This is an optimization exercise on Yosys and OpenROAD, whose aim is small area, not a production implementation. The RTL was checked by simulation tests, not by an equivalence proof against the original design.

## branch lagoon
## processor
module processor(clk,reset,pc,instruction,backpressureslave,d_valid,d_data,a_valid,a_channel);
input clk, reset;
input [31:0] instruction;
output [31:0] pc;
input backpressureslave;
input d_valid;
input [31:0] d_data;
output a_valid;
output [52:0] a_channel;
localparam OP_R = 7'b0110011, OP_I = 7'b0010011, OP_L = 7'b0000011, OP_S = 7'b0100011,
           OP_B = 7'b1100011, OP_JALR = 7'b1100111, OP_JAL = 7'b1101111,
           OP_LUI = 7'b0110111, OP_AUIPC = 7'b0010111;
wire bp = backpressureslave;
reg [31:0] pcd;                  
reg [31:0] ir2;                  
wire [31:0] r1_value, r2_value;  
reg [24:0] ir3;                  
reg        hi3;
reg [31:0] pc3, x3, y3, md3, bra3;
reg [3:0]  aluc3;                
reg [14:0] ir4;                  
reg        hi4;
reg [31:0] pc4, z4, bra4;
reg        bco;                  
reg [14:0] ir5;
reg        hi5;
reg [31:0] z5;
reg        a_valid_r, mstate;
reg        ach_load, ach_size;
reg [9:0]  ach_addr;
  ...
Size: ~6400 cells after synthesis, roughly 1500 flip-flops, about 0.072 mm2 of cells after synthesis.
clock: 15.0 ns
lec_check: 0
cap_margin: 20
core_margin: 2
core_utilization: 30
cts_cluster_diameter: 150
cts_cluster_size: 20
place_density: 0.45
slew_margin: 20
synth_hierarchical: 1
run.sh (not shown) runs the stock make flow with config.mk's settings and CLKGATE_MAP_FILE= SYNTH_SCRIPT=/design/flow/synth_recipe.tcl, a recipe that flattens the netlist after the stock synthesis.
Here is what was changed in the inputs of branch onyx compared with branch lagoon.
==> flow/flow/run.sh (new file) <==
#!/bin/bash
# The standard layout (the standard.sh, unchanged synthesis and steps) with two settings
# changed through ORFS variables: the port buffers are the small sky130_fd_sc_hd__buf_2 instead of
# the delay cell buffer_ports picks by default, and clock tree synthesis clusters at most 20 sinks
# within 150 um per leaf buffer. Each make run's full output goes to its own log file here.
set -euo pipefail
export BUFFER_PORTS_ARGS="-buffer_cell sky130_fd_sc_hd__buf_2"
export CTS_ARGS="-sink_clustering_enable -repair_clock_nets -sink_clustering_size 20 -sink_clustering_max_diameter 150"
bash standard.sh synth > synth.log 2>&1
bash standard.sh > layout.log 2>&1
==> flow/standard.sh (new file) <==
#!/bin/bash
# synth_recipe.tcl (not shown) runs the flow's synth.tcl, then flattens the netlist and writes it again
# the make line also repeats each setting of config.mk as NAME=value (left out here)
make -C /OpenROAD-flow-scripts/flow DESIGN_CONFIG=/design/flow/config.mk WORK_HOME=/design/flow/orfs CLKGATE_MAP_FILE= SYNTH_SCRIPT=/design/flow/synth_recipe.tcl "${@:-finish}"
removed: flow/run.sh
==> comparison <==
branch onyx and branch lagoon ended up with nearly the same routed wire length.


processor, a different RTL version from the one above (not shown whole).
For scale: roughly 6400 cells after synthesis, ~150 I/O pins.
clock: 15.0 ns
lec_check: 0
cap_margin: 0
core_margin: 2
core_utilization: 30
cts_cluster_diameter: 150
cts_cluster_size: 20
place_density: 0.45
slew_margin: 0
synth_hierarchical: 1
standard.sh (not shown) runs the stock make flow with config.mk's settings and CLKGATE_MAP_FILE= SYNTH_SCRIPT=/design/flow/synth_recipe.tcl, a recipe that flattens the netlist after the stock synthesis.
==> flow/flow/run.sh <==
#!/bin/bash
# The standard layout (the standard.sh, unchanged synthesis and steps) with two settings
# changed through ORFS variables: the port buffers are the small sky130_fd_sc_hd__buf_2 instead of
# the delay cell buffer_ports picks by default, and clock tree synthesis clusters at most 20 sinks
# within 150 um per leaf buffer. Each make run's full output goes to its own log file here.
set -euo pipefail
export BUFFER_PORTS_ARGS="-buffer_cell sky130_fd_sc_hd__buf_2"
export CTS_ARGS="-sink_clustering_enable -repair_clock_nets -sink_clustering_size 20 -sink_clustering_max_diameter 150"
bash standard.sh synth > synth.log 2>&1
bash standard.sh > layout.log 2>&1
Then changed:
==> flow/flow/run.sh (replaced) <==
#!/bin/bash
# The standard layout (the standard.sh: unchanged synthesis and steps) with these changes,
# made through ORFS variables:
#  - the port buffers are sky130_fd_sc_hd__buf_1 instead of the delay cell buffer_ports picks;
#  - clock tree synthesis clusters at most 22 sinks within 120 um per leaf buffer, without
#    dummy loads.
# Each make run's full output goes to its own log file in this folder.
set -euo pipefail
export BUFFER_PORTS_ARGS="-buffer_cell sky130_fd_sc_hd__buf_1"
export CTS_ARGS="-sink_clustering_enable -repair_clock_nets -sink_clustering_size 22 -sink_clustering_max_diameter 120 -dont_use_dummy_load"
bash standard.sh synth > synth.log 2>&1
bash standard.sh > layout.log 2>&1
--- a/flow/config.mk
+++ b/flow/config.mk
@@ -8,8 +8,6 @@
 export CAP_MARGIN = 0
 export CORE_MARGIN = 2
-export CORE_UTILIZATION = 30
-export CTS_CLUSTER_DIAMETER = 150
-export CTS_CLUSTER_SIZE = 20
-export PLACE_DENSITY = 0.45
+export CORE_UTILIZATION = 45
+export PLACE_DENSITY = 0.6
 export SLEW_MARGIN = 0
 export SYNTH_HIERARCHICAL = 1
The changed run produced a clean layout.
Wire length went down by roughly a tenth.
Worst hold slack loses 0.033 ns.
Clock-buffer cell count went down by 7.
Core utilization went up by 16 points.
Critical path depth went down by 1.
Then changed:
==> flow/flow/run.sh (replaced) <==
#!/bin/bash
# The standard layout (the standard.sh: unchanged synthesis and steps) with these changes,
# made through ORFS variables:
#  - the port buffers are sky130_fd_sc_hd__buf_2 instead of the delay cell buffer_ports picks;
#  - clock tree synthesis clusters at most 20 sinks within 150 um per leaf buffer, without
#    dummy loads.
# Each make run's full output goes to its own log file in this folder.
set -euo pipefail
export BUFFER_PORTS_ARGS="-buffer_cell sky130_fd_sc_hd__buf_2"
export CTS_ARGS="-sink_clustering_enable -repair_clock_nets -sink_clustering_size 20 -sink_clustering_max_diameter 150 -dont_use_dummy_load"
bash standard.sh synth > synth.log 2>&1
bash standard.sh > layout.log 2>&1
The changed run completed with no timing, DRC or antenna violations.
Final area rises by 0.40%.
First-iteration DRC count rises by 3.0%.
Utilization rises by 0.20 points.
Routed wire length falls by 0.43%.
Die area stays the same.
Worst hold slack degrades by 0.016 ns.
Final cell count barely changes.
Worst setup slack improves by 0.0068 ns.
Count of clock-buffer cells in the layout rises by 6.
Critical path depth stays the same.

## what the ideal ports hide
Ports are ideal in the flow. The routed layouts listed here were re-timed in OpenROAD. Step 1 sets driving cells, clkbuf_16 on the clock port and buf_2 on the other inputs (assumed; they add their load-dependent delay and slew). Step 2 adds t to the input delays and takes it off the output delays; t is the mean of the earliest and latest rising clock arrival at the registers after step 1. Input paths then give back, and output paths get back, about the clock's delay inside the block. Three values: ideal ports, drivers, drivers and shift; two values: the first two.
| run | t, ns | slack for setup (ns) | worst register clock-pin slew, ns | cell pins on the clock port's net |
|---|---|---|---|---|
| branch lagoon | 0.851 | 0.735 / 0.735 / 0.735 | 0.11 / 0.11 | 1 |
| branch onyx | 0.850 | 0.590 / 0.590 / 0.590 | 0.10 / 0.10 | 1 |
| the first run of note 2 | 0.864 | 0.657 / 0.657 / 0.657 | 0.10 / 0.10 | 1 |
| the second run of note 2 | 0.808 | 0.416 / 0.416 / 0.416 | 0.10 / 0.10 | 1 |
| the third run of note 2 | 0.792 | 0.423 / 0.423 / 0.423 | 0.10 / 0.10 | 1 |
After both steps setup and hold are still met in every run listed.
